This design comes from an exercise in tuning for small area on the open sky130 flow, not from production work. In this exercise RTL edits were held to simulation tests only and were not proved equivalent to the original. Power is estimated from default activity; no workload was simulated.

<file path="flow/flow/run.sh">
#!/bin/bash
# Own layout flow: the standard ORFS flow (standard.sh, with its standard synthesis
# script synth_recipe.tcl), with these changes:
#  - ABC maps the logic with flow/abc.script, an area-oriented mapping script, in place of
#    ORFS's delay-oriented abc_speed.script. ORFS's scripts folder is copied to orfs_scripts/
#    and only that one file is replaced in the copy.
#  - ports buffered with buf_1 (the smallest buffer) instead of ORFS's default choice
#  - clock tree without dummy loads, from small clock buffers in clusters of up to 14 flip-flops
#  - before global routing, downsizing of gates off the critical paths (flow/pre_grt.tcl),
#    followed by the standard repairs
# Each make step's full output is in orfs/logs/; make's own output is in standard.log here.
set -euo pipefail
rm -rf orfs_scripts
cp -r "$FLOW_HOME/scripts" orfs_scripts
cp flow/abc.script orfs_scripts/abc_speed.script
bash standard.sh finish \
	"SCRIPTS_DIR=$PWD/orfs_scripts" \
	"BUFFER_PORTS_ARGS=-buffer_cell sky130_fd_sc_hd__buf_1" \
	"CTS_ARGS=-sink_clustering_enable -repair_clock_nets -dont_use_dummy_load -buf_list {sky130_fd_sc_hd__clkbuf_4 sky130_fd_sc_hd__clkbuf_8} -sink_clustering_buffer sky130_fd_sc_hd__clkbuf_8 -sink_clustering_size 14 -sink_clustering_max_diameter 70" \
	"PRE_GLOBAL_ROUTE_TCL=$PWD/flow/pre_grt.tcl" > standard.log 2>&1
</file>
<file path="flow/flow/abc.script">
&get -n
&st
&dch
&nf
&st
&syn2
&dch
&nf
&put
</file>
<file path="flow/flow/pre_grt.tcl">
# Before global routing: downsize gates off the critical paths (placement parasitics),
# then repair slew, capacitance and fanout again, since downsizing ignores them.
estimate_parasitics -placement
repair_timing -recover_power 100 -match_cell_footprint -verbose
repair_design -match_cell_footprint -cap_margin 20 -slew_margin 20 -verbose
detailed_placement
</file>
<file path="flow/standard.sh">
#!/bin/bash
# synth_recipe.tcl (not shown) runs the flow's synth.tcl, then flattens the netlist and writes it again
# the make line also repeats each setting of config.mk as NAME=value (left out here)
make -C /OpenROAD-flow-scripts/flow DESIGN_CONFIG=/design/flow/config.mk WORK_HOME=/design/flow/orfs CLKGATE_MAP_FILE= SYNTH_SCRIPT=/design/flow/synth_recipe.tcl "${@:-finish}"
</file>
<file path="flow/config.mk">
export PLATFORM = sky130hd
export DESIGN_NAME = pipeline_cpu
export DESIGN_NICKNAME = pipeline_cpu
export VERILOG_FILES = /design/flow/design.v
export SDC_FILE = /design/flow/constraint.sdc
export NUM_CORES = 4
export LEC_CHECK = 0
export CAP_MARGIN = 10
export CORE_MARGIN = 2
export CORE_UTILIZATION = 40
export SLEW_MARGIN = 10
export SYNTH_HIERARCHICAL = 1
</file>
<file path="flow/constraint.sdc">
create_clock -name core_clock -period 7.0 [get_ports {clk}]
set_input_delay 1.4000 -clock core_clock [delete_from_list [all_inputs] [get_ports {clk}]]
set_output_delay 1.4000 -clock core_clock [all_outputs]
set_load 0.01 [all_outputs]
</file>
<file path="flow/design.v">
module pipeline_cpu(
	clk,
	rst_n,
	in_valid,
	instruction,
	dout,
	out_valid,
	ren,
	wen,
	addr,
	out_addr,
	din,
	out
);
input clk, rst_n, in_valid;
input [18:0] instruction;
input [15:0] dout;
output logic out_valid, ren, wen;
output logic [15:0] out, din;
output logic [3:0] out_addr, addr;
localparam K_NOP = 3'd0, K_ONE = 3'd1, K_ABS = 3'd2, K_MUL = 3'd3, K_LD = 3'd4, K_ST = 3'd5;
localparam C_NOP = 2'd0, C_ONE = 2'd1, C_MUL = 2'd2, C_ST = 2'd3;
logic [255:0] rf;    
logic [15:0] rv;     
logic        a_v;
logic [14:0] a_ins;      
logic [15:0] a_s, a_t;
logic        b_v;
logic [2:0]  b_k;
logic [7:0]  b_d;
logic [31:0] b_w;
logic        c_v;
logic [1:0]  c_k;
logic [7:0]  c_d;
logic [31:0] c_w;
wire i_mem = instruction[18:17] == 2'b10;
wire [3:0] i_sa = i_mem ? instruction[11:8] : instruction[15:12];
wire [3:0] i_ta = i_mem ? instruction[15:12] : instruction[11:8];
logic [15:0] s_s, s_t;
always_comb
	for (int i = 0; i < 16; i++) begin
		s_s[i] = rv[i] && i_sa == i;
		s_t[i] = rv[i] && i_ta == i;
	end
wire [15:0] rd_s, rd_t;
rf_rd u_rs (.s(s_s), .f(rf), .y(rd_s));
rf_rd u_rt (.s(s_t), .f(rf), .y(rd_t));
logic a_rr, a_sub;
always_ff @(posedge clk) begin
	a_ins <= {instruction[18:16], instruction[11:0]};
	a_rr  <= instruction[18:16] == 3'b000;
	a_sub <= (instruction[18:16] == 3'b000 && instruction[3:0] == 4'd3) || instruction[18:16] == 3'b011;
	a_s   <= rd_s;
	a_t   <= rd_t;
end
wire [2:0] a_op = a_ins[14:12];
wire [3:0] a_frt = a_ins[11:8];
wire [7:0] a_imm = a_ins[7:0];
wire [3:0] a_fn = a_ins[3:0];
wire [15:0] a_y = a_rr ? a_t : {8'd0, a_imm};
wire [15:0] a_yx = a_y ^ {16{a_sub}};
wire [16:0] a_sum;
wire [8:0] a_c;       
assign a_c[0] = 1'b0;
genvar ga;
generate for (ga = 0; ga < 8; ga = ga + 1) begin : g_as
	fa u_f (.a(a_s[ga]), .b(a_yx[ga]), .c(a_c[ga]), .s(a_sum[ga]), .co(a_c[ga+1]));
end endgenerate
assign a_sum[16:8] = {1'b0, a_s[15:8]} + {1'b0, a_yx[15:8]} + {8'd0, a_c[8]};
logic [2:0]  a_k;
logic [7:0]  a_d;
logic [16:0] a_r;
always_comb begin
	a_k = K_NOP;
	a_d = {4'd0, a_frt};
	a_r = a_sum;
	case (a_op)
		3'b000: begin
			a_k = a_fn == 4'd3 ? K_ABS : K_ONE;
			a_d = {4'd0, a_imm[7:4]};
			case (a_fn)
				4'd0: a_r = {1'b0, a_s & a_t};
				4'd1: a_r = {1'b0, a_s | a_t};
				4'd2, 4'd3: a_r = a_sum;
				default: a_r = 17'd0;
			endcase
		end
		3'b001: begin a_k = K_MUL; a_d = a_imm; end
		3'b010: a_k = K_ONE;
		3'b011: a_k = K_ABS;
		3'b100: a_k = K_ST;
		3'b101: begin a_k = K_LD; a_r = {9'd0, a_imm}; end
		default: ;
	endcase
end
wire [31:0] prod;
mul16 u_mul (.a(a_s), .b(a_t), .p(prod));
always_ff @(posedge clk) begin
	b_k <= a_k;
	b_d <= a_d;
	b_w[31:17] <= prod[31:17];    
	b_w[16:0] <= (a_op == 3'b001) ? prod[16:0] : a_r;
end
wire a_st = a_v && a_op == 3'b100;
wire a_ld = a_v && a_op == 3'b101;
wire b_st = b_v && b_k == K_ST;
wire b_ld = b_v && b_k == K_LD;
always_ff @(posedge clk or negedge rst_n) begin
	if (!rst_n) begin
		a_v <= 1'b0;
		b_v <= 1'b0;
		c_v <= 1'b0;
		wen <= 1'b0;
		ren <= 1'b0;
		addr <= 4'd0;
		din <= 16'd0;
	end else begin
		a_v <= in_valid;
		b_v <= a_v;
		c_v <= b_v;
		wen <= a_st && !b_st;
		ren <= a_ld && !b_ld;
		if (a_st || a_ld) addr <= a_t[3:0];
		if (a_st) din <= a_sum[15:0];
	end
end
wire b_ldk = b_k == K_LD;
wire [15:0] b_p = b_ldk ? dout : b_w[15:0] ^ {16{!b_w[16]}};
wire [7:0]  b_q = b_w[7:0] & {8{b_ldk}};
wire [15:0] b_sum;
wire [8:0]  b_c;       
wire [8:0]  b_t;       
assign b_c[0] = !b_ldk && b_w[16];
assign b_t[0] = 1'b1;
genvar gk;
generate for (gk = 0; gk < 8; gk = gk + 1) begin : g_bs
	fa u_f (.a(b_p[gk]), .b(b_q[gk]), .c(b_c[gk]), .s(b_sum[gk]), .co(b_c[gk+1]));
	assign b_t[gk+1] = b_t[gk] && b_p[8+gk];
	assign b_sum[8+gk] = b_p[8+gk] ^ (b_c[8] && b_t[gk]);
end endgenerate
always_ff @(posedge clk) begin
	c_d <= b_d;
	case (b_k)
		K_ONE: c_k <= C_ONE;
		K_ABS: c_k <= C_ONE;
		K_LD:  c_k <= C_ONE;
		K_MUL: c_k <= C_MUL;
		K_ST:  c_k <= C_ST;
		default: c_k <= C_NOP;
	endcase
	c_w[31:16] <= b_w[31:16];     
	case (b_k)
		K_LD, K_ABS: c_w[15:0] <= b_sum;
		default: c_w[15:0] <= b_w[15:0];    
	endcase
end
wire c_one = c_v && c_k == C_ONE;
wire c_mul = c_v && c_k == C_MUL;
wire c_st  = c_v && c_k == C_ST;
wire [15:0] lo = c_w[15:0];
wire [15:0] hi = c_w[31:16];
logic [15:0] dl, s_o, wl, wh;
always_comb
	for (int i = 0; i < 16; i++) begin
		dl[i] = c_d[3:0] == i;
		s_o[i] = rv[i] && dl[i];
		wl[i] = (c_one || c_mul) && dl[i];
		wh[i] = c_mul && c_d[7:4] == i && !dl[i];
	end
wire [3:0] rd_o;
rf_rd4 u_ro (.s(s_o), .f(rf), .y(rd_o));
always_ff @(posedge clk or negedge rst_n) begin
	if (!rst_n) begin
		out_valid <= 1'b0;
		out <= 16'd0;
		out_addr <= 4'd0;
		rv <= 16'd0;
	end else begin
		if (c_v) out_valid <= 1'b1;
		if (c_one) begin
			out <= lo;
			out_addr <= c_d[3:0];
		end
		if (c_mul) begin
			out <= hi & lo;
			out_addr <= c_d[7:4] + c_d[3:0];
		end
		if (c_st) begin
			out <= lo;
			out_addr <= rd_o[3:0];
		end
		rv <= rv | wl | wh;
	end
end
wire [255:0] rf_nx;
genvar gi, gb;
generate for (gi = 0; gi < 16; gi = gi + 1) begin : g_wr
	wire hold = !(wl[gi] || wh[gi]);
	for (gb = 0; gb < 16; gb = gb + 1) begin : g_b
		rf_bit u_b (.wl(wl[gi]), .wh(wh[gi]), .hold(hold), .lo(lo[gb]), .hi(hi[gb]), .r(rf[16*gi+gb]), .d(rf_nx[16*gi+gb]));
	end
end endgenerate
always_ff @(posedge clk) rf <= rf_nx;
endmodule
module rf_bit(input wl, wh, hold, lo, hi, r, output d);
assign d = (wl & lo) | (wh & hi) | (hold & r);
endmodule
module rf_rd(input [15:0] s, input [255:0] f, output [15:0] y);
genvar i, b;
generate for (b = 0; b < 16; b = b + 1) begin : g_b
	wire [5:0] n;
	wire m0, m1;
	for (i = 0; i < 5; i = i + 1) begin : g_d
		aoi222 u_a (.a(s[3*i]), .b(f[16*(3*i)+b]), .c(s[3*i+1]), .d(f[16*(3*i+1)+b]), .e(s[3*i+2]), .f(f[16*(3*i+2)+b]), .y(n[i]));
	end
	nand2 u_l (.a(s[15]), .b(f[16*15+b]), .y(n[5]));
	nand3 u_n0 (.a(n[0]), .b(n[1]), .c(n[2]), .y(m0));
	nand3 u_n1 (.a(n[3]), .b(n[4]), .c(n[5]), .y(m1));
	or2 u_o (.a(m0), .b(m1), .y(y[b]));
end endgenerate
endmodule
module rf_rd4(input [15:0] s, input [255:0] f, output [3:0] y);
genvar i, b;
generate for (b = 0; b < 4; b = b + 1) begin : g_b
	wire [5:0] n;
	wire m0, m1;
	for (i = 0; i < 5; i = i + 1) begin : g_d
		aoi222 u_a (.a(s[3*i]), .b(f[16*(3*i)+b]), .c(s[3*i+1]), .d(f[16*(3*i+1)+b]), .e(s[3*i+2]), .f(f[16*(3*i+2)+b]), .y(n[i]));
	end
	nand2 u_l (.a(s[15]), .b(f[16*15+b]), .y(n[5]));
	nand3 u_n0 (.a(n[0]), .b(n[1]), .c(n[2]), .y(m0));
	nand3 u_n1 (.a(n[3]), .b(n[4]), .c(n[5]), .y(m1));
	or2 u_o (.a(m0), .b(m1), .y(y[b]));
end endgenerate
endmodule
module aoi222(input a, b, c, d, e, f, output y);
assign y = ~((a & b) | (c & d) | (e & f));
endmodule
module nand3(input a, b, c, output y);
assign y = ~(a & b & c);
endmodule
module nand2(input a, b, output y);
assign y = ~(a & b);
endmodule
module or2(input a, b, output y);
assign y = a | b;
endmodule
module mul16(input [15:0] a, input [15:0] b, output [31:0] p);
wire [255:0] pp;
genvar gi, gj;
generate for (gi = 0; gi < 16; gi = gi + 1) begin : g_i for (gj = 0; gj < 16; gj = gj + 1) begin : g_j assign pp[gi*16+gj] = ~(a[gi] & b[gj]); end end endgenerate
wire t1;
wire t2;
wire t3;
wire t4;
wire t5;
wire t6;
wire t7;
wire t8;
wire t9;
wire t10;
wire t11;
wire t12;
wire t13;
wire t14;
wire t15;
wire t16;
wire t17;
wire t18;
wire t19;
wire t20;
wire t21;
wire t22;
wire t23;
wire t24;
wire t25;
wire t26;
wire t27;
wire t28;
wire t29;
wire t30;
wire t31;
wire t32;
wire t33;
wire t34;
wire t35;
wire t36;
wire t37;
wire t38;
wire t39;
wire t40;
wire t41;
wire t42;
wire t43;
wire t44;
wire t45;
wire t46;
wire t47;
wire t48;
wire t49;
wire t50;
wire t51;
wire t52;
wire t53;
wire t54;
wire t55;
wire t56;
wire t57;
wire t58;
wire t59;
wire t60;
wire t61;
wire t62;
wire t63;
wire t64;
wire t65;
wire t66;
wire t67;
wire t68;
wire t69;
wire t70;
wire t71;
wire t72;
wire t73;
wire t74;
wire t75;
wire t76;
wire t77;
wire t78;
wire t79;
wire t80;
wire t81;
wire t82;
wire t83;
wire t84;
wire t85;
wire t86;
wire t87;
wire t88;
wire t89;
wire t90;
wire t91;
wire t92;
wire t93;
wire t94;
wire t95;
wire t96;
wire t97;
wire t98;
wire t99;
wire t100;
wire t101;
wire t102;
wire t103;
wire t104;
wire t105;
wire t106;
wire t107;
wire t108;
wire t109;
wire t110;
wire t111;
wire t112;
wire t113;
wire t114;
wire t115;
wire t116;
wire t117;
wire t118;
wire t119;
wire t120;
wire t121;
wire t122;
wire t123;
wire t124;
wire t125;
wire t126;
wire t127;
wire t128;
wire t129;
wire t130;
wire t131;
wire t132;
wire t133;
wire t134;
wire t135;
wire t136;
wire t137;
wire t138;
wire t139;
wire t140;
wire t141;
wire t142;
wire t143;
wire t144;
wire t145;
wire t146;
wire t147;
wire t148;
wire t149;
wire t150;
wire t151;
wire t152;
wire t153;
wire t154;
wire t155;
wire t156;
wire t157;
wire t158;
wire t159;
wire t160;
wire t161;
wire t162;
wire t163;
wire t164;
wire t165;
wire t166;
wire t167;
wire t168;
wire t169;
wire t170;
wire t171;
wire t172;
wire t173;
wire t174;
wire t175;
wire t176;
wire t177;
wire t178;
wire t179;
wire t180;
wire t181;
wire t182;
wire t183;
wire t184;
wire t185;
wire t186;
wire t187;
wire t188;
wire t189;
wire t190;
wire t191;
wire t192;
wire t193;
wire t194;
wire t195;
wire t196;
wire t197;
wire t198;
wire t199;
wire t200;
wire t201;
wire t202;
wire t203;
wire t204;
wire t205;
wire t206;
wire t207;
wire t208;
wire t209;
wire t210;
wire t211;
wire t212;
wire t213;
wire t214;
wire t215;
wire t216;
wire t217;
wire t218;
wire t219;
wire t220;
wire t221;
wire t222;
wire t223;
wire t224;
wire t225;
wire t226;
wire t227;
wire t228;
wire t229;
wire t230;
wire t231;
wire t232;
wire t233;
wire t234;
wire t235;
wire t236;
wire t237;
wire t238;
wire t239;
wire t240;
wire t241;
wire t242;
wire t243;
wire t244;
wire t245;
wire t246;
wire t247;
wire t248;
wire t249;
wire t250;
wire t251;
wire t252;
wire t253;
wire t254;
wire t255;
wire t256;
wire t257;
wire t258;
wire t259;
wire t260;
wire t261;
wire t262;
wire t263;
wire t264;
wire t265;
wire t266;
wire t267;
wire t268;
wire t269;
wire t270;
wire t271;
wire t272;
wire t273;
wire t274;
wire t275;
wire t276;
wire t277;
wire t278;
wire t279;
wire t280;
wire t281;
wire t282;
wire t283;
wire t284;
wire t285;
wire t286;
wire t287;
wire t288;
wire t289;
wire t290;
wire t291;
wire t292;
wire t293;
wire t294;
wire t295;
wire t296;
wire t297;
wire t298;
wire t299;
wire t300;
wire t301;
wire t302;
wire t303;
wire t304;
wire t305;
wire t306;
wire t307;
wire t308;
wire t309;
wire t310;
wire t311;
wire t312;
wire t313;
wire t314;
wire t315;
wire t316;
wire t317;
wire t318;
wire t319;
wire t320;
wire t321;
wire t322;
wire t323;
wire t324;
wire t325;
wire t326;
wire t327;
wire t328;
wire t329;
wire t330;
wire t331;
wire t332;
wire t333;
wire t334;
wire t335;
wire t336;
wire t337;
wire t338;
wire t339;
wire t340;
wire t341;
wire t342;
wire t343;
wire t344;
wire t345;
wire t346;
wire t347;
wire t348;
wire t349;
wire t350;
wire t351;
wire t352;
wire t353;
wire t354;
wire t355;
wire t356;
wire t357;
wire t358;
wire t359;
wire t360;
wire t361;
wire t362;
wire t363;
wire t364;
wire t365;
wire t366;
wire t367;
wire t368;
wire t369;
wire t370;
wire t371;
wire t372;
wire t373;
wire t374;
wire t375;
wire t376;
wire t377;
wire t378;
wire t379;
wire t380;
wire t381;
wire t382;
wire t383;
wire t384;
wire t385;
wire t386;
wire t387;
wire t388;
wire t389;
wire t390;
wire t391;
wire t392;
wire t393;
wire t394;
wire t395;
wire t396;
wire t397;
wire t398;
wire t399;
wire t400;
wire t401;
wire t402;
wire t403;
wire t404;
wire t405;
wire t406;
wire t407;
wire t408;
wire t409;
wire t410;
wire t411;
wire t412;
wire t413;
wire t414;
wire t415;
wire t416;
wire t417;
wire t418;
wire t419;
wire t420;
wire t421;
wire t422;
wire t423;
wire t424;
wire t425;
wire t426;
wire t427;
wire t428;
wire t429;
wire t430;
wire t431;
wire t432;
wire t433;
wire t434;
wire t435;
wire t436;
xnor2 ut1 (.a(pp[13]), .b(pp[28]), .y(t1));
or2 ut2 (.a(pp[13]), .b(pp[28]), .y(t2));
fa ut3 (.a(pp[14]), .b(pp[29]), .c(pp[44]), .s(t3), .co(t4));
xnor2 ut5 (.a(pp[59]), .b(pp[74]), .y(t5));
or2 ut6 (.a(pp[59]), .b(pp[74]), .y(t6));
fa ut7 (.a(pp[15]), .b(pp[30]), .c(pp[45]), .s(t7), .co(t8));
fa ut9 (.a(pp[60]), .b(pp[75]), .c(pp[90]), .s(t9), .co(t10));
xnor2 ut11 (.a(pp[105]), .b(pp[120]), .y(t11));
or2 ut12 (.a(pp[105]), .b(pp[120]), .y(t12));
fa ut13 (.a(pp[31]), .b(pp[46]), .c(pp[61]), .s(t13), .co(t14));
fa ut15 (.a(pp[76]), .b(pp[91]), .c(pp[106]), .s(t15), .co(t16));
xnor2 ut17 (.a(pp[121]), .b(pp[136]), .y(t17));
or2 ut18 (.a(pp[121]), .b(pp[136]), .y(t18));
fa ut19 (.a(pp[47]), .b(pp[62]), .c(pp[77]), .s(t19), .co(t20));
fa ut21 (.a(pp[92]), .b(pp[107]), .c(pp[122]), .s(t21), .co(t22));
fa ut23 (.a(pp[63]), .b(pp[78]), .c(pp[93]), .s(t23), .co(t24));
xnor2 ut25 (.a(pp[9]), .b(pp[24]), .y(t25));
or2 ut26 (.a(pp[9]), .b(pp[24]), .y(t26));
fa ut27 (.a(pp[10]), .b(pp[25]), .c(pp[40]), .s(t27), .co(t28));
xnor2 ut29 (.a(pp[55]), .b(pp[70]), .y(t29));
or2 ut30 (.a(pp[55]), .b(pp[70]), .y(t30));
fa ut31 (.a(pp[11]), .b(pp[26]), .c(pp[41]), .s(t31), .co(t32));
fa ut33 (.a(pp[56]), .b(pp[71]), .c(pp[86]), .s(t33), .co(t34));
xnor2 ut35 (.a(pp[101]), .b(pp[116]), .y(t35));
or2 ut36 (.a(pp[101]), .b(pp[116]), .y(t36));
fa ut37 (.a(pp[12]), .b(pp[27]), .c(pp[42]), .s(t37), .co(t38));
fa ut39 (.a(pp[57]), .b(pp[72]), .c(pp[87]), .s(t39), .co(t40));
fa ut41 (.a(pp[102]), .b(pp[117]), .c(pp[132]), .s(t41), .co(t42));
xnor2 ut43 (.a(pp[147]), .b(pp[162]), .y(t43));
or2 ut44 (.a(pp[147]), .b(pp[162]), .y(t44));
fa ut45 (.a(pp[43]), .b(pp[58]), .c(pp[73]), .s(t45), .co(t46));
fa ut47 (.a(pp[88]), .b(pp[103]), .c(pp[118]), .s(t47), .co(t48));
fa ut49 (.a(pp[133]), .b(pp[148]), .c(pp[163]), .s(t49), .co(t50));
fa ut51 (.a(pp[178]), .b(pp[193]), .c(pp[208]), .s(t51), .co(t52));
fa ut53 (.a(pp[89]), .b(pp[104]), .c(pp[119]), .s(t53), .co(t54));
fa ut55 (.a(pp[134]), .b(pp[149]), .c(pp[164]), .s(t55), .co(t56));
fa ut57 (.a(pp[179]), .b(pp[194]), .c(pp[209]), .s(t57), .co(t58));
fa ut59 (.a(pp[224]), .b(t3), .c(t5), .s(t59), .co(t60));
fa ut61 (.a(pp[135]), .b(pp[150]), .c(pp[165]), .s(t61), .co(t62));
fa ut63 (.a(pp[180]), .b(pp[195]), .c(pp[210]), .s(t63), .co(t64));
fa ut65 (.a(pp[225]), .b(pp[240]), .c(t7), .s(t65), .co(t66));
fa ut67 (.a(t9), .b(t11), .c(t4), .s(t67), .co(t68));
fa ut69 (.a(pp[151]), .b(pp[166]), .c(pp[181]), .s(t69), .co(t70));
fa ut71 (.a(pp[196]), .b(pp[211]), .c(pp[226]), .s(t71), .co(t72));
fa ut73 (.a(pp[241]), .b(t13), .c(t15), .s(t73), .co(t74));
fa ut75 (.a(t17), .b(t8), .c(t10), .s(t75), .co(t76));
fa ut77 (.a(pp[137]), .b(pp[152]), .c(pp[167]), .s(t77), .co(t78));
fa ut79 (.a(pp[182]), .b(pp[197]), .c(pp[212]), .s(t79), .co(t80));
fa ut81 (.a(pp[227]), .b(pp[242]), .c(t19), .s(t81), .co(t82));
fa ut83 (.a(t21), .b(t14), .c(t16), .s(t83), .co(t84));
fa ut85 (.a(pp[108]), .b(pp[123]), .c(pp[138]), .s(t85), .co(t86));
fa ut87 (.a(pp[153]), .b(pp[168]), .c(pp[183]), .s(t87), .co(t88));
fa ut89 (.a(pp[198]), .b(pp[213]), .c(pp[228]), .s(t89), .co(t90));
fa ut91 (.a(pp[243]), .b(t23), .c(t20), .s(t91), .co(t92));
fa ut93 (.a(pp[79]), .b(pp[94]), .c(pp[109]), .s(t93), .co(t94));
fa ut95 (.a(pp[124]), .b(pp[139]), .c(pp[154]), .s(t95), .co(t96));
fa ut97 (.a(pp[169]), .b(pp[184]), .c(pp[199]), .s(t97), .co(t98));
fa ut99 (.a(pp[214]), .b(pp[229]), .c(pp[244]), .s(t99), .co(t100));
fa ut101 (.a(pp[95]), .b(pp[110]), .c(pp[125]), .s(t101), .co(t102));
fa ut103 (.a(pp[140]), .b(pp[155]), .c(pp[170]), .s(t103), .co(t104));
fa ut105 (.a(pp[185]), .b(pp[200]), .c(pp[215]), .s(t105), .co(t106));
fa ut107 (.a(pp[111]), .b(pp[126]), .c(pp[141]), .s(t107), .co(t108));
fa ut109 (.a(pp[156]), .b(pp[171]), .c(pp[186]), .s(t109), .co(t110));
fa ut111 (.a(pp[127]), .b(pp[142]), .c(pp[157]), .s(t111), .co(t112));
xnor2 ut113 (.a(pp[6]), .b(pp[21]), .y(t113));
or2 ut114 (.a(pp[6]), .b(pp[21]), .y(t114));
fa ut115 (.a(pp[7]), .b(pp[22]), .c(pp[37]), .s(t115), .co(t116));
xnor2 ut117 (.a(pp[52]), .b(pp[67]), .y(t117));
or2 ut118 (.a(pp[52]), .b(pp[67]), .y(t118));
fa ut119 (.a(pp[8]), .b(pp[23]), .c(pp[38]), .s(t119), .co(t120));
fa ut121 (.a(pp[53]), .b(pp[68]), .c(pp[83]), .s(t121), .co(t122));
xnor2 ut123 (.a(pp[98]), .b(pp[113]), .y(t123));
or2 ut124 (.a(pp[98]), .b(pp[113]), .y(t124));
fa ut125 (.a(pp[39]), .b(pp[54]), .c(pp[69]), .s(t125), .co(t126));
fa ut127 (.a(pp[84]), .b(pp[99]), .c(pp[114]), .s(t127), .co(t128));
fa ut129 (.a(pp[129]), .b(pp[144]), .c(t25), .s(t129), .co(t130));
fa ut131 (.a(pp[85]), .b(pp[100]), .c(pp[115]), .s(t131), .co(t132));
fa ut133 (.a(pp[130]), .b(pp[145]), .c(pp[160]), .s(t133), .co(t134));
fa ut135 (.a(t27), .b(t29), .c(t26), .s(t135), .co(t136));
fa ut137 (.a(pp[131]), .b(pp[146]), .c(pp[161]), .s(t137), .co(t138));
fa ut139 (.a(pp[176]), .b(t31), .c(t33), .s(t139), .co(t140));
fa ut141 (.a(t35), .b(t28), .c(t30), .s(t141), .co(t142));
fa ut143 (.a(pp[177]), .b(pp[192]), .c(t37), .s(t143), .co(t144));
fa ut145 (.a(t39), .b(t41), .c(t43), .s(t145), .co(t146));
fa ut147 (.a(t32), .b(t34), .c(t36), .s(t147), .co(t148));
fa ut149 (.a(t1), .b(t45), .c(t47), .s(t149), .co(t150));
fa ut151 (.a(t49), .b(t51), .c(t38), .s(t151), .co(t152));
fa ut153 (.a(t40), .b(t42), .c(t44), .s(t153), .co(t154));
fa ut155 (.a(t2), .b(t53), .c(t55), .s(t155), .co(t156));
fa ut157 (.a(t57), .b(t59), .c(t46), .s(t157), .co(t158));
fa ut159 (.a(t48), .b(t50), .c(t52), .s(t159), .co(t160));
fa ut161 (.a(t6), .b(t61), .c(t63), .s(t161), .co(t162));
fa ut163 (.a(t65), .b(t67), .c(t54), .s(t163), .co(t164));
fa ut165 (.a(t56), .b(t58), .c(t60), .s(t165), .co(t166));
fa ut167 (.a(t12), .b(t69), .c(t71), .s(t167), .co(t168));
fa ut169 (.a(t73), .b(t75), .c(t62), .s(t169), .co(t170));
fa ut171 (.a(t64), .b(t66), .c(t68), .s(t171), .co(t172));
fa ut173 (.a(t18), .b(t77), .c(t79), .s(t173), .co(t174));
fa ut175 (.a(t81), .b(t83), .c(t70), .s(t175), .co(t176));
fa ut177 (.a(t72), .b(t74), .c(t76), .s(t177), .co(t178));
fa ut179 (.a(t22), .b(t85), .c(t87), .s(t179), .co(t180));
fa ut181 (.a(t89), .b(t91), .c(t78), .s(t181), .co(t182));
fa ut183 (.a(t80), .b(t82), .c(t84), .s(t183), .co(t184));
fa ut185 (.a(t24), .b(t93), .c(t95), .s(t185), .co(t186));
fa ut187 (.a(t97), .b(t99), .c(t86), .s(t187), .co(t188));
fa ut189 (.a(t88), .b(t90), .c(t92), .s(t189), .co(t190));
fa ut191 (.a(pp[230]), .b(pp[245]), .c(t101), .s(t191), .co(t192));
fa ut193 (.a(t103), .b(t105), .c(t94), .s(t193), .co(t194));
fa ut195 (.a(t96), .b(t98), .c(t100), .s(t195), .co(t196));
fa ut197 (.a(pp[201]), .b(pp[216]), .c(pp[231]), .s(t197), .co(t198));
fa ut199 (.a(pp[246]), .b(t107), .c(t109), .s(t199), .co(t200));
fa ut201 (.a(t102), .b(t104), .c(t106), .s(t201), .co(t202));
fa ut203 (.a(pp[172]), .b(pp[187]), .c(pp[202]), .s(t203), .co(t204));
fa ut205 (.a(pp[217]), .b(pp[232]), .c(pp[247]), .s(t205), .co(t206));
fa ut207 (.a(t111), .b(t108), .c(t110), .s(t207), .co(t208));
fa ut209 (.a(pp[143]), .b(pp[158]), .c(pp[173]), .s(t209), .co(t210));
fa ut211 (.a(pp[188]), .b(pp[203]), .c(pp[218]), .s(t211), .co(t212));
fa ut213 (.a(pp[233]), .b(pp[248]), .c(t112), .s(t213), .co(t214));
fa ut215 (.a(pp[159]), .b(pp[174]), .c(pp[189]), .s(t215), .co(t216));
fa ut217 (.a(pp[204]), .b(pp[219]), .c(pp[234]), .s(t217), .co(t218));
fa ut219 (.a(pp[175]), .b(pp[190]), .c(pp[205]), .s(t219), .co(t220));
xnor2 ut221 (.a(pp[4]), .b(pp[19]), .y(t221));
or2 ut222 (.a(pp[4]), .b(pp[19]), .y(t222));
fa ut223 (.a(pp[5]), .b(pp[20]), .c(pp[35]), .s(t223), .co(t224));
xnor2 ut225 (.a(pp[50]), .b(pp[65]), .y(t225));
or2 ut226 (.a(pp[50]), .b(pp[65]), .y(t226));
fa ut227 (.a(pp[36]), .b(pp[51]), .c(pp[66]), .s(t227), .co(t228));
fa ut229 (.a(pp[81]), .b(pp[96]), .c(t113), .s(t229), .co(t230));
fa ut231 (.a(pp[82]), .b(pp[97]), .c(pp[112]), .s(t231), .co(t232));
fa ut233 (.a(t115), .b(t117), .c(t114), .s(t233), .co(t234));
fa ut235 (.a(pp[128]), .b(t119), .c(t121), .s(t235), .co(t236));
fa ut237 (.a(t123), .b(t116), .c(t118), .s(t237), .co(t238));
fa ut239 (.a(t125), .b(t127), .c(t129), .s(t239), .co(t240));
fa ut241 (.a(t120), .b(t122), .c(t124), .s(t241), .co(t242));
fa ut243 (.a(t131), .b(t133), .c(t135), .s(t243), .co(t244));
fa ut245 (.a(t126), .b(t128), .c(t130), .s(t245), .co(t246));
fa ut247 (.a(t137), .b(t139), .c(t141), .s(t247), .co(t248));
fa ut249 (.a(t132), .b(t134), .c(t136), .s(t249), .co(t250));
fa ut251 (.a(t143), .b(t145), .c(t147), .s(t251), .co(t252));
fa ut253 (.a(t138), .b(t140), .c(t142), .s(t253), .co(t254));
fa ut255 (.a(t149), .b(t151), .c(t153), .s(t255), .co(t256));
fa ut257 (.a(t144), .b(t146), .c(t148), .s(t257), .co(t258));
fa ut259 (.a(t155), .b(t157), .c(t159), .s(t259), .co(t260));
fa ut261 (.a(t150), .b(t152), .c(t154), .s(t261), .co(t262));
fa ut263 (.a(t161), .b(t163), .c(t165), .s(t263), .co(t264));
fa ut265 (.a(t156), .b(t158), .c(t160), .s(t265), .co(t266));
fa ut267 (.a(t167), .b(t169), .c(t171), .s(t267), .co(t268));
fa ut269 (.a(t162), .b(t164), .c(t166), .s(t269), .co(t270));
fa ut271 (.a(t173), .b(t175), .c(t177), .s(t271), .co(t272));
fa ut273 (.a(t168), .b(t170), .c(t172), .s(t273), .co(t274));
fa ut275 (.a(t179), .b(t181), .c(t183), .s(t275), .co(t276));
fa ut277 (.a(t174), .b(t176), .c(t178), .s(t277), .co(t278));
fa ut279 (.a(t185), .b(t187), .c(t189), .s(t279), .co(t280));
fa ut281 (.a(t180), .b(t182), .c(t184), .s(t281), .co(t282));
fa ut283 (.a(t191), .b(t193), .c(t195), .s(t283), .co(t284));
fa ut285 (.a(t186), .b(t188), .c(t190), .s(t285), .co(t286));
fa ut287 (.a(t197), .b(t199), .c(t201), .s(t287), .co(t288));
fa ut289 (.a(t192), .b(t194), .c(t196), .s(t289), .co(t290));
fa ut291 (.a(t203), .b(t205), .c(t207), .s(t291), .co(t292));
fa ut293 (.a(t198), .b(t200), .c(t202), .s(t293), .co(t294));
fa ut295 (.a(t209), .b(t211), .c(t213), .s(t295), .co(t296));
fa ut297 (.a(t204), .b(t206), .c(t208), .s(t297), .co(t298));
fa ut299 (.a(pp[249]), .b(t215), .c(t217), .s(t299), .co(t300));
fa ut301 (.a(t210), .b(t212), .c(t214), .s(t301), .co(t302));
fa ut303 (.a(pp[220]), .b(pp[235]), .c(pp[250]), .s(t303), .co(t304));
fa ut305 (.a(t219), .b(t216), .c(t218), .s(t305), .co(t306));
fa ut307 (.a(pp[191]), .b(pp[206]), .c(pp[221]), .s(t307), .co(t308));
fa ut309 (.a(pp[236]), .b(pp[251]), .c(t220), .s(t309), .co(t310));
fa ut311 (.a(pp[207]), .b(pp[222]), .c(pp[237]), .s(t311), .co(t312));
xnor2 ut313 (.a(pp[3]), .b(pp[18]), .y(t313));
or2 ut314 (.a(pp[3]), .b(pp[18]), .y(t314));
fa ut315 (.a(pp[34]), .b(pp[49]), .c(pp[64]), .s(t315), .co(t316));
fa ut317 (.a(pp[80]), .b(t223), .c(t225), .s(t317), .co(t318));
fa ut319 (.a(t227), .b(t229), .c(t224), .s(t319), .co(t320));
fa ut321 (.a(t231), .b(t233), .c(t228), .s(t321), .co(t322));
fa ut323 (.a(t235), .b(t237), .c(t232), .s(t323), .co(t324));
fa ut325 (.a(t239), .b(t241), .c(t236), .s(t325), .co(t326));
fa ut327 (.a(t243), .b(t245), .c(t240), .s(t327), .co(t328));
fa ut329 (.a(t247), .b(t249), .c(t244), .s(t329), .co(t330));
fa ut331 (.a(t251), .b(t253), .c(t248), .s(t331), .co(t332));
fa ut333 (.a(t255), .b(t257), .c(t252), .s(t333), .co(t334));
fa ut335 (.a(t259), .b(t261), .c(t256), .s(t335), .co(t336));
fa ut337 (.a(t263), .b(t265), .c(t260), .s(t337), .co(t338));
fa ut339 (.a(t267), .b(t269), .c(t264), .s(t339), .co(t340));
fa ut341 (.a(t271), .b(t273), .c(t268), .s(t341), .co(t342));
fa ut343 (.a(t275), .b(t277), .c(t272), .s(t343), .co(t344));
fa ut345 (.a(t279), .b(t281), .c(t276), .s(t345), .co(t346));
fa ut347 (.a(t283), .b(t285), .c(t280), .s(t347), .co(t348));
fa ut349 (.a(t287), .b(t289), .c(t284), .s(t349), .co(t350));
fa ut351 (.a(t291), .b(t293), .c(t288), .s(t351), .co(t352));
fa ut353 (.a(t295), .b(t297), .c(t292), .s(t353), .co(t354));
fa ut355 (.a(t299), .b(t301), .c(t296), .s(t355), .co(t356));
fa ut357 (.a(t303), .b(t305), .c(t300), .s(t357), .co(t358));
fa ut359 (.a(t307), .b(t309), .c(t304), .s(t359), .co(t360));
fa ut361 (.a(pp[252]), .b(t311), .c(t308), .s(t361), .co(t362));
fa ut363 (.a(pp[223]), .b(pp[238]), .c(pp[253]), .s(t363), .co(t364));
xnor2 ut365 (.a(pp[2]), .b(pp[17]), .y(t365));
or2 ut366 (.a(pp[2]), .b(pp[17]), .y(t366));
fa ut367 (.a(pp[33]), .b(pp[48]), .c(t313), .s(t367), .co(t368));
fa ut369 (.a(t221), .b(t315), .c(t314), .s(t369), .co(t370));
fa ut371 (.a(t222), .b(t317), .c(t316), .s(t371), .co(t372));
fa ut373 (.a(t226), .b(t319), .c(t318), .s(t373), .co(t374));
fa ut375 (.a(t230), .b(t321), .c(t320), .s(t375), .co(t376));
fa ut377 (.a(t234), .b(t323), .c(t322), .s(t377), .co(t378));
fa ut379 (.a(t238), .b(t325), .c(t324), .s(t379), .co(t380));
fa ut381 (.a(t242), .b(t327), .c(t326), .s(t381), .co(t382));
fa ut383 (.a(t246), .b(t329), .c(t328), .s(t383), .co(t384));
fa ut385 (.a(t250), .b(t331), .c(t330), .s(t385), .co(t386));
fa ut387 (.a(t254), .b(t333), .c(t332), .s(t387), .co(t388));
fa ut389 (.a(t258), .b(t335), .c(t334), .s(t389), .co(t390));
fa ut391 (.a(t262), .b(t337), .c(t336), .s(t391), .co(t392));
fa ut393 (.a(t266), .b(t339), .c(t338), .s(t393), .co(t394));
fa ut395 (.a(t270), .b(t341), .c(t340), .s(t395), .co(t396));
fa ut397 (.a(t274), .b(t343), .c(t342), .s(t397), .co(t398));
fa ut399 (.a(t278), .b(t345), .c(t344), .s(t399), .co(t400));
fa ut401 (.a(t282), .b(t347), .c(t346), .s(t401), .co(t402));
fa ut403 (.a(t286), .b(t349), .c(t348), .s(t403), .co(t404));
fa ut405 (.a(t290), .b(t351), .c(t350), .s(t405), .co(t406));
fa ut407 (.a(t294), .b(t353), .c(t352), .s(t407), .co(t408));
fa ut409 (.a(t298), .b(t355), .c(t354), .s(t409), .co(t410));
fa ut411 (.a(t302), .b(t357), .c(t356), .s(t411), .co(t412));
fa ut413 (.a(t306), .b(t359), .c(t358), .s(t413), .co(t414));
fa ut415 (.a(t310), .b(t361), .c(t360), .s(t415), .co(t416));
fa ut417 (.a(t312), .b(t363), .c(t362), .s(t417), .co(t418));
fa ut419 (.a(pp[239]), .b(pp[254]), .c(t364), .s(t419), .co(t420));
fa ut421 (.a(pp[1]), .b(pp[16]), .c(1'b1), .s(t421), .co(t422));
fa ut423 (.a(pp[32]), .b(t365), .c(t422), .s(t423), .co(t424));
fa ut425 (.a(t367), .b(t366), .c(t424), .s(t425), .co(t426));
fa ut427 (.a(t369), .b(t368), .c(t426), .s(t427), .co(t428));
fa ut429 (.a(t371), .b(t370), .c(t428), .s(t429), .co(t430));
fa ut431 (.a(t373), .b(t372), .c(t430), .s(t431), .co(t432));
fa ut433 (.a(t375), .b(t374), .c(t432), .s(t433), .co(t434));
fa ut435 (.a(t377), .b(t376), .c(t434), .s(t435), .co(t436));
wire [22:0] rr;
wire [22:0] rx = ~{1'b1, pp[255], t419, t417, t415, t413, t411, t409, t407, t405, t403, t401, t399, t397, t395, t393, t391, t389, t387, t385, t383, t381, t379};
wire [22:0] ry = ~{1'b1, t420, t418, t416, t414, t412, t410, t408, t406, t404, t402, t400, t398, t396, t394, t392, t390, t388, t386, t384, t382, t380, t378};
wire rc = ~t436;
assign rr = ~(rx + ry + rc);
assign p = ~{rr[22], rr[21], rr[20], rr[19], rr[18], rr[17], rr[16], rr[15], rr[14], rr[13], rr[12], rr[11], rr[10], rr[9], rr[8], rr[7], rr[6], rr[5], rr[4], rr[3], rr[2], rr[1], rr[0], t435, t433, t431, t429, t427, t425, t423, t421, pp[0]};
endmodule
module fa(input a, b, c, output s, co);
assign s = a ^ b ^ c;
assign co = (a & b) | (a & c) | (b & c);
endmodule
module xnor2(input a, b, output y);
assign y = ~(a ^ b);
endmodule
module ha(input a, b, output s, co);
assign s = a ^ b;
assign co = a & b;
endmodule
</file>
==> out/qor.csv, run 1 <==
metric,value,unit
Starting Density,0.403,
RSZ-0062 raised after global routing,false,
Synth Warn #,7,
placed cell count,3607,
post_cts resized,0,
worst-skew pair later-pin latency,0.66,ns
Post-synth EDFFs,0,
Area contributors post-synth,"dfxtp_1, fa_1, a222oi_1",
Final Wtd Congestion,0.957,
slowest cell on the critical path,dfxtp_1,
TritonCTS clock tree,done,
ANT cells,0,
total number of vias,23500,
startpoint class of the critical path,register,
Mapped Nets,2877,
Max Cap Violations,0,
crit-path max cell delay,0.87,ns
Crit. End Element,register,
layout cells sized above 1,0.0458,
Leak,9.15,nW
I/O pins,81,
"Cell Area, Placed",28000,um2
PwrDens,328,nW/um2
setup bufs post-CTS,0,
Yosys top cell area share,0.302,
Num CTS Buffers,40,
R2R Setup Slk,0.50,ns
period utilisation layout,0.929,
Finish-stage setup viols,0,
CP bufs+invs,2,
Syn Area/Cell,9.99,um2
minimum clock period,6.50,ns
Die X,258,um
critical path class,reg2reg,
final hold vios,0,
Top delay family on crit path,adder cells,
Die Y,258,um
Max transition margin,0.200,
top-count cell post-synth,a222oi_1,
HPWL after detailed placement,70.2,mm
Max Slew Vio Count,0,
clk buf depth,3,
setup TNS,0,ns
"most used cell, CP",fa_1,
ANT nets after route,0,
Crit Path Max Fanout,16,
DR WL/cell,25.3,um
DRC,0,
DRT Wirelength,92.4,mm
status,finished clean,
CP cell instances,"mux2i_1, xnor2_1, fa_1, fa_1, fa_1, fa_1, fa_1, fa_1, fa_1, fa_1, clkinv_1, fa_1, clkinv_1, fa_1, a21o_1, a21oi_1, o21ai_0, a21o_1, nand2_1, o21ai_0, o22a_1",
cell area after synthesis,25800,um2
mean number of vias per cell,6.45,
post-route cell area,28400,um2
# clock sinks,452,
actual slew at the worst max-slew pin,1.19,ns
Buffers on Ports,80,
Worst EP arrival,7.01,ns
H-tree depth,2,
Post-Syn Instances,2583,
number of global-route vias before repair,22900,
Post-CTS Hold Buffers,0,
Worst Path Required,7.50,ns
first-pass GRT wire length,141,mm
Initial DRT Pass Iterations,14,
WHS,0.321,ns
Root Buffer,clkbuf_8,
largest net degree at the start of global routing,36,
hold crit path type,reg2reg,
post-route non-filler standard cell count,3650,
Post-synth top cells,"a222oi_1, dfxtp_1, nand2_1",
sequential share of the synthesized area,0.363,
Iter 0 DRT Violations,4218,
row cnt,93,
Core Area,64100,um2
CTS clock-pin slew for the worst setup and hold paths,0.10,ns
total gr overflow,0,
Total GRT Usage,0.270,
"Async S/R FF share, synth",0.137,
Synth cell types,48,
Area Growth Syn to Fin,10.2,%
Synth Register Bits,452,
Worst VDD drop,0.121,mV
main flop type after synthesis,dfxtp_1,
die area,66600,um2
fmax,154,MHz
worst clock skew,0.0772,ns
Final #Nets,3091,
cell taking the most area after synthesis,dfxtp_1,
initial antenna violation count,3,
[registers in the layout, indices dropped and copies added, names as in the netlist, 2 cells and up]
signal and cells:
a_s 16, b_w 32, c_w 32, out 16, a_t 16, b_d 8, rf 256, c_k 2
rv 16, out_addr 4, c_d 8, addr 4, din 16, b_k 3, a_ins 15
[area by class of cell]
type | count | area (um2)
clock buffer | 40 | 551
timing repair buffer | 172 | 912
fill | 6205 | 35700
multi-input combinational | 1803 | 15300
sequential | 452 | 9360
tap | 855 | 1070
inverter | 328 | 1230
[kinds of logic after synthesis]
group | Yosys count | share of synthesized area
and+or+nand+nor | 767 | 0.136
AOI/OAI and AO/OA | 652 | 0.218
DFF | 452 | 0.363
buffers and inverters | 328 | 0.0477
adders and majority gates | 258 | 0.190
xor gates and xnor gates | 79 | 0.0268
muxes | 45 | 0.0187
other | 2 | 0.000291
[report_power, final]
part           leakage [nW]  switching [W]  total [W]  internal, W
registers              3.97        0.00125    0.00475      0.00349
clock network         0.288       0.000872    0.00138     0.000512
logic                  4.89        0.00185    0.00320      0.00135
[Yosys stat by module (local to each module, per instance), excerpt]
| module | cells inside | cell area, um2 | flip-flops and latches | copies in the design |
|---|---|---|---|---|
| aoi222 | 1 | 10.0 | 0 | 180 |
| rf_bit | 2 | 13.8 | 0 | 256 |
| xnor2 | 1 | 8.76 | 0 | 15 |
| pipeline_cpu | 1061 | 13100 | 452 | 1 |
| mul16 | 437 | 2100 | 0 | 1 |
| nand3 | 1 | 5.00 | 0 | 72 |
| nand2 | 1 | 3.75 | 0 | 36 |
| fa | 1 | 20.0 | 0 | 219 |
| or2 | 1 | 6.26 | 0 | 51 |
[layout by cell type, fill, tap and decap left out, types with 9 or more instances in the layout]
| cell | n |
|---|---|
| mux2i_1 | 19 |
| o21a_1 | 9 |
| and3_1 | 37 |
| or2_0 | 54 |
| fa_1 | 224 |
| clkbuf_8 | 40 |
| dfxtp_1 | 390 |
| nand3_1 | 82 |
| nor3_1 | 25 |
| nor2b_1 | 14 |
| dfrtp_1 | 62 |
| xor2_1 | 28 |
| o21ai_0 | 72 |
| mux2_1 | 26 |
| nor2_1 | 78 |
| buf_4 | 59 |
| xnor2_1 | 51 |
| a21o_1 | 10 |
| a21oi_1 | 73 |
| nor3_2 | 15 |
| a222oi_1 | 436 |
| buf_1 | 106 |
| or3_1 | 19 |
| clkinv_1 | 328 |
| and2_0 | 40 |
| ha_1 | 32 |
| a31oi_1 | 9 |
| nand2_1 | 380 |
[metrics by stage]
stage               worst slack (ns)  utilization  power, W
detailed placement             0.575        0.437   0.00791
CTS                            0.572        0.445   0.00929
global placement               0.715        0.437   0.00775
global route                   0.163        0.444   0.00989
finish                         0.495        0.444   0.00934
floorplan                      0.119            -   0.00644
[routing by layer]
metal  track usage  vias to the layer above  wire, um  share of wire
li1              -                    10200         -              -
met1         0.355                    11800     37400           0.40
met2         0.448                     1365     43200           0.47
met3        0.0456                      195      8490          0.092
met4        0.0984                        0      3350          0.036
met5             0                        -         0              0
[final timing paths]
path	startpoint	end	cells past startpoint
setup reg to reg	a_rr	b_w[14]	21
setup / recovery	a_rr	b_w[14]	21
min in group asynchronous	rst_n	rv[2]	2
hold reg to reg	b_d[4]	c_d[4]	0
hold / removal	b_d[4]	c_d[4]	0
max in group asynchronous	rst_n	din[10]	3
==> run 2, diff against run 1 <==
--- a/flow/design.v
+++ b/flow/design.v
@@ -919,10 +919,7 @@
 fa ut433 (.a(t375), .b(t374), .c(t432), .s(t433), .co(t434));
 fa ut435 (.a(t377), .b(t376), .c(t434), .s(t435), .co(t436));
 wire [22:0] rr;
-wire [22:0] rx = ~{1'b1, pp[255], t419, t417, t415, t413, t411, t409, t407, t405, t403, t401, t399, t397, t395, t393, t391, t389, t387, t385, t383, t381, t379};
-wire [22:0] ry = ~{1'b1, t420, t418, t416, t414, t412, t410, t408, t406, t404, t402, t400, t398, t396, t394, t392, t390, t388, t386, t384, t382, t380, t378};
-wire rc = ~t436;
-assign rr = ~(rx + ry + rc);
+assign rr = {1'b1, pp[255], t419, t417, t415, t413, t411, t409, t407, t405, t403, t401, t399, t397, t395, t393, t391, t389, t387, t385, t383, t381, t379} + {1'b1, t420, t418, t416, t414, t412, t410, t408, t406, t404, t402, t400, t398, t396, t394, t392, t390, t388, t386, t384, t382, t380, t378} + t436;
 assign p = ~{rr[22], rr[21], rr[20], rr[19], rr[18], rr[17], rr[16], rr[15], rr[14], rr[13], rr[12], rr[11], rr[10], rr[9], rr[8], rr[7], rr[6], rr[5], rr[4], rr[3], rr[2], rr[1], rr[0], t435, t433, t431, t429, t427, t425, t423, t421, pp[0]};
 endmodule
 module fa(input a, b, c, output s, co);
==> flow/flow/pre_grt.tcl (replaced) <==
# Before global routing: downsize gates off the critical paths (placement parasitics),
# then repair slew, capacitance and fanout again, since downsizing ignores them.
estimate_parasitics -placement
repair_timing -recover_power 100 -match_cell_footprint -verbose
repair_design -match_cell_footprint -cap_margin 10 -slew_margin 10 -verbose
detailed_placement
==> run 2 against run 1 <==
Effect of this change: sequential power is 2% higher; die area is 0.59% lower; clock power about the same; clock skew grew 0.045 ns; critical endpoint is now b_w[25]; largest power group unchanged; highest routed layer is now met5.
==> out/qor.csv, run 2 <==
metric,value,unit,change
status,finished clean,,
Buffers on Ports,80,,unchanged
cell taking the most area after synthesis,dfxtp_1,,
period utilisation layout,0.942,,+0.0125
worst clock skew,0.122,ns,+0.0447 ns
number of global-route vias before repair,23200,,+1.3%
Largest register FFs,256,,unchanged
most frequent cells in the layout,"a222oi_1, dfxtp_1, nand2_1, clkinv_1, fa_1",,
Worst EP arrival,7.12,ns,+0.11 ns
initial antenna violation count,4,,+1
fmax,152,MHz,-1.3%
Area contributors post-synth,"dfxtp_1, fa_1, a222oi_1",,
TritonCTS clock tree,done,,
Post-synth top cells,"a222oi_1, dfxtp_1, nand2_1",,
Worst Path Required,7.53,ns,+0.03 ns
Post-Route Utilization,0.447,,+0.00368
Starting Density,0.406,,+0.00342
main flop type after synthesis,dfxtp_1,,
"commonest non-fill, non-tap cell in the layout",a222oi_1,,
Area Growth Syn to Fin,10.2,%,about the same
Core Area,63200,um2,-1.4%
Top delay family on crit path,adder cells,,
Post-synth EDFFs,0,,unchanged
switching power,0.00435,W,+9.5%
Max Cap Violations,0,,unchanged
Crit Path Max Fanout,9,,-7
Finish-stage setup viols,0,,unchanged
Num CTS Buffers,40,,unchanged
I/O pins,81,,unchanged
total number of vias,23700,,+0.74%
setup bufs post-CTS,0,,unchanged
top-count cell post-synth,a222oi_1,,
Post-CTS Hold Buffers,0,,unchanged
"most used cell, CP",fa_1,,
actual slew at the worst max-slew pin,1.35,ns,+0.159 ns
Clk pwr share,0.142,,-0.006
# clock sinks,452,,unchanged
largest net degree at the start of global routing,39,,+8.3%
DRC,0,,unchanged
ANT cells,0,,unchanged
Iter 0 DRT Violations,4406,,+4.5%
Syn Area/Cell,10.1,um2,+0.97%
ANT nets after route,0,,unchanged
sequential share of the synthesized area,0.365,,+0.00217
clk buf depth,3,,unchanged
Multi-input gate area,15300,um2,about the same
Root Buffer,clkbuf_8,,
Die Y,257,um,-0.29%
Logic pwr share,0.371,,+0.028
Initial DRT Pass Iterations,14,,unchanged
cell area after synthesis,25700,um2,-0.60%
Final Wtd Congestion,0.933,,-2.5%
post_cts resized,0,,unchanged
total gr overflow,0,,unchanged
"Most flops, register",rf,,
Synth cell types,48,,unchanged
critical path class,reg2reg,,
Top Registers,"rf: 256 flops, b_w: 32 flops, c_w: 32 flops",,
Crit. End Element,register,,
first-pass GRT wire length,145,mm,+3.2%
Max transition margin,0.0995,,-0.100
DRT Wirelength,95.5,mm,+3.3%
Worst VDD drop,0.125,mV,+3.3%
startpoint class of the critical path,register,,
PwrDens,351,nW/um2,+6.8%
worst-skew pair later-pin latency,0.68,ns,+0.02 ns
Mapped Nets,2837,,-1.4%
HPWL after detailed placement,69.7,mm,-0.72%
H-tree depth,2,,unchanged
crit-path max cell delay,0.59,ns,-0.28 ns
filler cell count,6101,,-1.7%
Seq pwr share,0.488,,-0.021
"Async S/R FF share, synth",0.137,,unchanged
DR WL/cell,26.5,um,+4.7%
Pwr Total,0.00991,W,+6.1%
Leak,8.95,nW,-2.2%
Total GRT Usage,0.282,,+0.0121
Sw Share,0.439,,+0.0134
Die X,257,um,-0.29%
Synth Register Bits,452,,unchanged
Post-Syn Instances,2543,,-1.5%
Internal Power,0.00556,W,+3.7%
slowest cell on the critical path,dfxtp_1,,
CTS clock-pin slew for the worst setup and hold paths,0.11,ns,about the same
Reg area,9360,um2,unchanged
die area,66200,um2,-0.59%
Yosys top cell area share,0.304,,+0.00181
mean number of vias per cell,6.58,,+2.0%
Max Slew Vio Count,0,,unchanged
final hold vios,0,,unchanged
layout cells sized above 1,0.0453,,-0.000473
Synth Warn #,7,,unchanged
hold crit path type,reg2reg,,
CP bufs+invs,0,,-2
RSZ-0062 raised after global routing,false,,
row cnt,92,,-1.1%
CP cell instances,"nand2_1, fa_1, fa_1, fa_1, fa_1, fa_1, fa_1, fa_1, fa_1, fa_1, fa_1, a21o_1, a21oi_1, o21ai_0, a31oi_1, o31ai_1, nor2b_1, a31oi_1, xor2_1",,
setup TNS,0,ns,unchanged
minimum clock period,6.59,ns,+0.0875 ns
Final #Nets,3054,,-1.2%
run 2: worst paths after layout:
check / cells past startpoint / start / slack, ns / to
setup / recovery: 19 / a_s[0] / 0.41 / b_w[25]
hold / removal: 0 / b_w[30] / 0.31 / c_w[30]
setup reg to reg: 19 / a_s[0] / 0.41 / b_w[25]
hold reg to reg: 0 / b_w[30] / 0.31 / c_w[30]
max in group asynchronous: 3 / rst_n / 4.96 / din[4]
min in group asynchronous: 1 / rst_n / 0.81 / out[5]
run 2: routing by layer:
metal  share of wire  track usage  routed length [um]  vias to the layer above
li1                -            -                   -                    10100
met1            0.40        0.383               38500                    11900
met2            0.46        0.446               43700                     1434
met3            0.10       0.0514                9750                      197
met4           0.037        0.111                3550                        4
met5         0.00028            0                  27                        -
run 2: metrics by stage:
stage	hold slack [ns]	worst slack, ns	instances	instance area, um2
5_1_grt	0.314	0.0966	3604	28300
2_1_floorplan	0.310	0.119	2543	25700
6_report	0.308	0.408	3604	28300
3_3_place_gp	0.311	0.519	3562	27900
3_5_place_dp	0.312	0.464	3562	27900
4_1_cts	0.312	0.414	3602	28400
run 2: power by group through the flow:
| stage | combinational, W | clock (W) | sequential, W |
|---|---|---|---|
| after floorplan | 0.00228 | 0 | 0.00450 |
| after global placement | 0.00355 | 0 | 0.00476 |
| after detailed placement | 0.00363 | 0 | 0.00483 |
| after CTS | 0.00366 | 0.00143 | 0.00478 |
| after global routing | 0.00402 | 0.00152 | 0.00495 |
| final | 0.00367 | 0.00140 | 0.00483 |
run 2: layout make-up:
class                      count  area share
multi-input combinational   1803       0.542
timing repair buffer         175      0.0323
inverter                     288      0.0382
sequential                   452       0.331
tap                          846      0.0374
clock buffer                  40      0.0195
run 2: cells by family after synthesis:
| kind of cell | count (synthesis) | share of synthesized area |
|---|---|---|
| adders and majority gates | 258 | 0.191 |
| other | 2 | 0.000293 |
| DFF | 452 | 0.365 |
| buffers and inverters | 288 | 0.0421 |
| xor gates and xnor gates | 79 | 0.0270 |
| and+or+nand+nor | 766 | 0.136 |
| AOI/OAI and AO/OA | 653 | 0.220 |
| muxes | 45 | 0.0188 |
run 2: Yosys stat by module, one instance, submodules excluded, a selection:
module | flops+latches | cells
fa | 0 | 1
or2 | 0 | 1
pipeline_cpu | 452 | 1061
mul16 | 0 | 397
xnor2 | 0 | 1
aoi222 | 0 | 1
nand2 | 0 | 1
rf_bit | 0 | 2
nand3 | 0 | 1
==> run 3, diff against run 2 <==
--- a/flow/config.mk
+++ b/flow/config.mk
@@ -7,6 +7,6 @@
 export LEC_CHECK = 0
 export CAP_MARGIN = 10
 export CORE_MARGIN = 2
-export CORE_UTILIZATION = 40
+export CORE_UTILIZATION = 55
 export SLEW_MARGIN = 10
 export SYNTH_HIERARCHICAL = 1
==> run 3 against run 2 <==
Effect of this change: critical path depth unchanged; area after synthesis unchanged; core utilization increased by 16 points; register-to-register slack improved by 0.06 ns; sequential share of layout area increased by 0.39 points; sequential cell count unchanged; highest routed layer unchanged; largest power group unchanged; final cell count decreased by 6.8%; critical endpoint unchanged; clock-buffer cell count unchanged.
==> out/qor.csv, run 3 <==
metric,value,unit,change
Largest register FFs,256,,unchanged
initial antenna violation count,2,,-2
setup TNS,0,ns,unchanged
first-pass GRT wire length,136,mm,-6.2%
Crit Path Max Fanout,8,,-1
Pwr Total,0.00980,W,-1.1%
clk buf depth,3,,unchanged
Finish-stage setup viols,0,,unchanged
Syn Area/Cell,10.1,um2,unchanged
Leak,8.92,nW,-0.31%
critical path class,reg2reg,,
Buffers on Ports,80,,unchanged
period utilisation layout,0.933,,-0.00889
"most used cell, CP",fa_1,,
fmax,153,MHz,+0.95%
Post-synth EDFFs,0,,unchanged
row cnt,79,,-14%
TritonCTS clock tree,done,,
Hold EP,c_d[3],,
most frequent cells in the layout,"a222oi_1, dfxtp_1, nand2_1, clkinv_1, fa_1",,
Area contributors post-synth,"dfxtp_1, fa_1, a222oi_1",,
number of global-route vias before repair,22500,,-2.9%
filler cell count,4066,,-33%
RSZ-0062 raised after global routing,false,,
H-tree depth,2,,unchanged
placed cell count,3315,,-6.9%
Root Buffer,clkbuf_8,,
"Async S/R FF share, synth",0.137,,unchanged
total gr overflow,0,,unchanged
crit-path max cell delay,0.55,ns,-0.04 ns
DR WL/cell,26.6,um,+0.49%
Initial DRT Pass Iterations,15,,+1
HPWL after detailed placement,66.2,mm,-5.0%
Top Registers,"rf: 256 flops, b_w: 32 flops, c_w: 32 flops",,
DRC,0,,unchanged
CP bufs+invs,0,,unchanged
sequential share of the synthesized area,0.365,,unchanged
hold crit path type,reg2reg,,
HP Start,b_d[3],,
largest net degree at the start of global routing,40,,+2.6%
Synth Warn #,7,,unchanged
CTS clock-pin slew for the worst setup and hold paths,0.09,ns,-0.02 ns
Crit. End Element,register,,
"commonest non-fill, non-tap cell in the layout",a222oi_1,,
Yosys top cell area share,0.304,,unchanged
total number of vias,23400,,-1.2%
PwrDens,351,nW/um2,about the same
Iter 0 DRT Violations,4606,,+4.5%
worst-skew pair later-pin latency,0.67,ns,about the same
post-route non-filler standard cell count,3358,,-6.8%
Die Y,220,um,-14%
Max Slew Vio Count,0,,unchanged
R2R cell count,19,,unchanged
slowest cell on the critical path,dfxtp_1,,
Worst Path Required,7.55,ns,+0.02 ns
reg2reg end,b_w[25],,
worst clock skew,0.111,ns,-0.0111 ns
main flop type after synthesis,dfxtp_1,,
Total GRT Usage,0.369,,+0.0863
cell taking the most area after synthesis,dfxtp_1,,
CP cell instances,"nand2_1, fa_1, fa_1, fa_1, fa_1, fa_1, fa_1, fa_1, fa_1, fa_1, fa_1, a21o_1, a21oi_1, o21ai_0, a31oi_1, o31ai_1, nor2b_1, a31oi_1, xor2_1",,
origin of the critical flop-to-flop path,a_s[0],,
Top delay family on crit path,adder cells,,
Post-synth top cells,"a222oi_1, dfxtp_1, nand2_1",,
Num CTS Buffers,40,,unchanged
top-count cell post-synth,a222oi_1,,
ANT nets after route,0,,unchanged
R2R Setup Slk,0.47,ns,+0.06 ns
Core Area,46300,um2,-27%
post_cts resized,0,,unchanged
DRT Wirelength,89.4,mm,-6.4%
minimum clock period,6.53,ns,-0.0622 ns
startpoint class of the critical path,register,,
Worst VDD drop,0.188,mV,+51%
Die X,220,um,-14%
final hold vios,0,,unchanged
Hold Crit Depth,0,,unchanged
Synth Register Bits,452,,unchanged
Area Growth Syn to Fin,8.89,%,
"Most flops, register",rf,,
Max transition margin,0.108,,+0.00897
status,finished clean,,
actual slew at the worst max-slew pin,1.33,ns,-0.0184 ns
Worst EP arrival,7.08,ns,-0.04 ns
mean number of vias per cell,6.98,,+6.1%
Final #Nets,3046,,-0.26%
layout cells sized above 1,0.0429,,-0.00241
Final Wtd Congestion,0.979,,+4.9%
Starting Density,0.555,,+0.149
I/O pins,81,,unchanged
cell area after synthesis,25700,um2,unchanged
Post-Syn Instances,2543,,unchanged
die area,48400,um2,-27%
# clock sinks,452,,unchanged
Synth cell types,48,,unchanged
Max Cap Violations,0,,unchanged
Mapped Nets,2837,,unchanged
-- run 3: timing repair --
action / CTS / global route
endpoints found under the setup margin: 0 / 1
buffers inserted: 0 / 0
hold buffers: 0 / 0
-- run 3: through the flow --
stage / setup slack (ns) / instance area (um2) / utilization / hold slack, ns
floorplan: 0.119 / 25700 / - / 0.310
global placement: 0.582 / 27500 / 0.594 / 0.312
detailed placement: 0.465 / 27500 / 0.594 / 0.313
CTS: 0.464 / 28000 / 0.606 / 0.333
global route: 0.139 / 27900 / 0.604 / 0.338
finish: 0.470 / 27900 / 0.604 / 0.333
-- run 3: worst max path at each step --
| stage | startpoint | to | slack (ns) | cells after the start |
|---|---|---|---|---|
| after floorplan | b_k[2] | c_w[15] | 0.12 | 16 |
| after global placement | a_s[0] | b_w[25] | 0.58 | 19 |
| after detailed placement | a_s[0] | b_w[25] | 0.47 | 19 |
| after CTS | a_s[0] | b_w[25] | 0.46 | 19 |
| after global routing | a_s[0] | b_w[25] | 0.14 | 19 |
| final | a_s[0] | b_w[25] | 0.47 | 19 |
-- run 3: where the power goes --
part,switching (W),internal [W],total [W]
registers,0.00124,0.00352,0.00476
clock network,0.000881,0.000512,0.00139
logic,0.00213,0.00152,0.00365
-- run 3: per-layer routing --
metal,vias up,share of wire,track usage
met1,11600,0.39,0.476
met5,-,0.00015,0
met4,2,0.046,0.165
met3,267,0.090,0.0580
li1,10100,-,-
met2,1415,0.48,0.612
-- run 3: per-module statistics from Yosys, one instance, submodules excluded, excerpt --
| module | cells inside | times used |
|---|---|---|
| pipeline_cpu | 1061 | 1 |
| mul16 | 397 | 1 |
| fa | 1 | 219 |
| rf_bit | 2 | 256 |
| aoi222 | 1 | 180 |
| xnor2 | 1 | 15 |
-- run 3: cells by family after synthesis --
logic type	after synthesis	share of synthesized area
AO/OA/AOI/OAI	653	0.220
XOR/XNOR	79	0.0270
adder cells (fa/ha/maj)	258	0.191
buffers and inverters	288	0.0421
flip-flops	452	0.365
multiplexers	45	0.0188
other	2	0.000293
AND/OR/NAND/NOR	766	0.136
-- run 3: area by class of cell --
class / count / area, um2 / share of cell area
tap: 607 / 759 / 0.0272
sequential: 452 / 9360 / 0.335
inverter: 288 / 1080 / 0.0387
clock buffer: 40 / 551 / 0.0197
antenna: 1 / 2.50 / 0.0000896
multi-input combinational: 1803 / 15300 / 0.548
timing repair buffer: 167 / 883 / 0.0316
-- run 3: worst reg2reg max path: cells and delay by family (launching register included) --
family / cells / cell delay [ns]
fa+ha+maj: 10 / 4.07
compound gates: 6 / 1.43
xor+xnor: 1 / 0.16
simple gates: 2 / 0.32
flops: 1 / 0.55

re-timing with driven ports:
The flow's constraints put no driver on any port. The routed layouts listed below were extracted and timed again, unchanged, in two steps.
Step 1 assumes that a clkbuf_16 drives the clock port and a buf_2 every other input.
Step 2 moves the port delays by t, midway between the first and last clock arrival at a register: inputs arrive t later, outputs are due t later. That takes back most of the time a late clock gives input paths.
Three values: ideal ports, drivers, drivers and shift; two values: the first two.
| run | t (ns) | setup WS [ns] | latest minus earliest clock arrival (ns) |
|---|---|---|---|
| run 1 | 0.677 | 0.495 / 0.495 / 0.495 | 0.080 / 0.080 |
| run 2 | 0.683 | 0.408 / 0.408 / 0.408 | 0.122 / 0.122 |
| run 3 | 0.682 | 0.470 / 0.470 / 0.470 | 0.111 / 0.111 |
After both steps setup and hold are still met in every run listed.
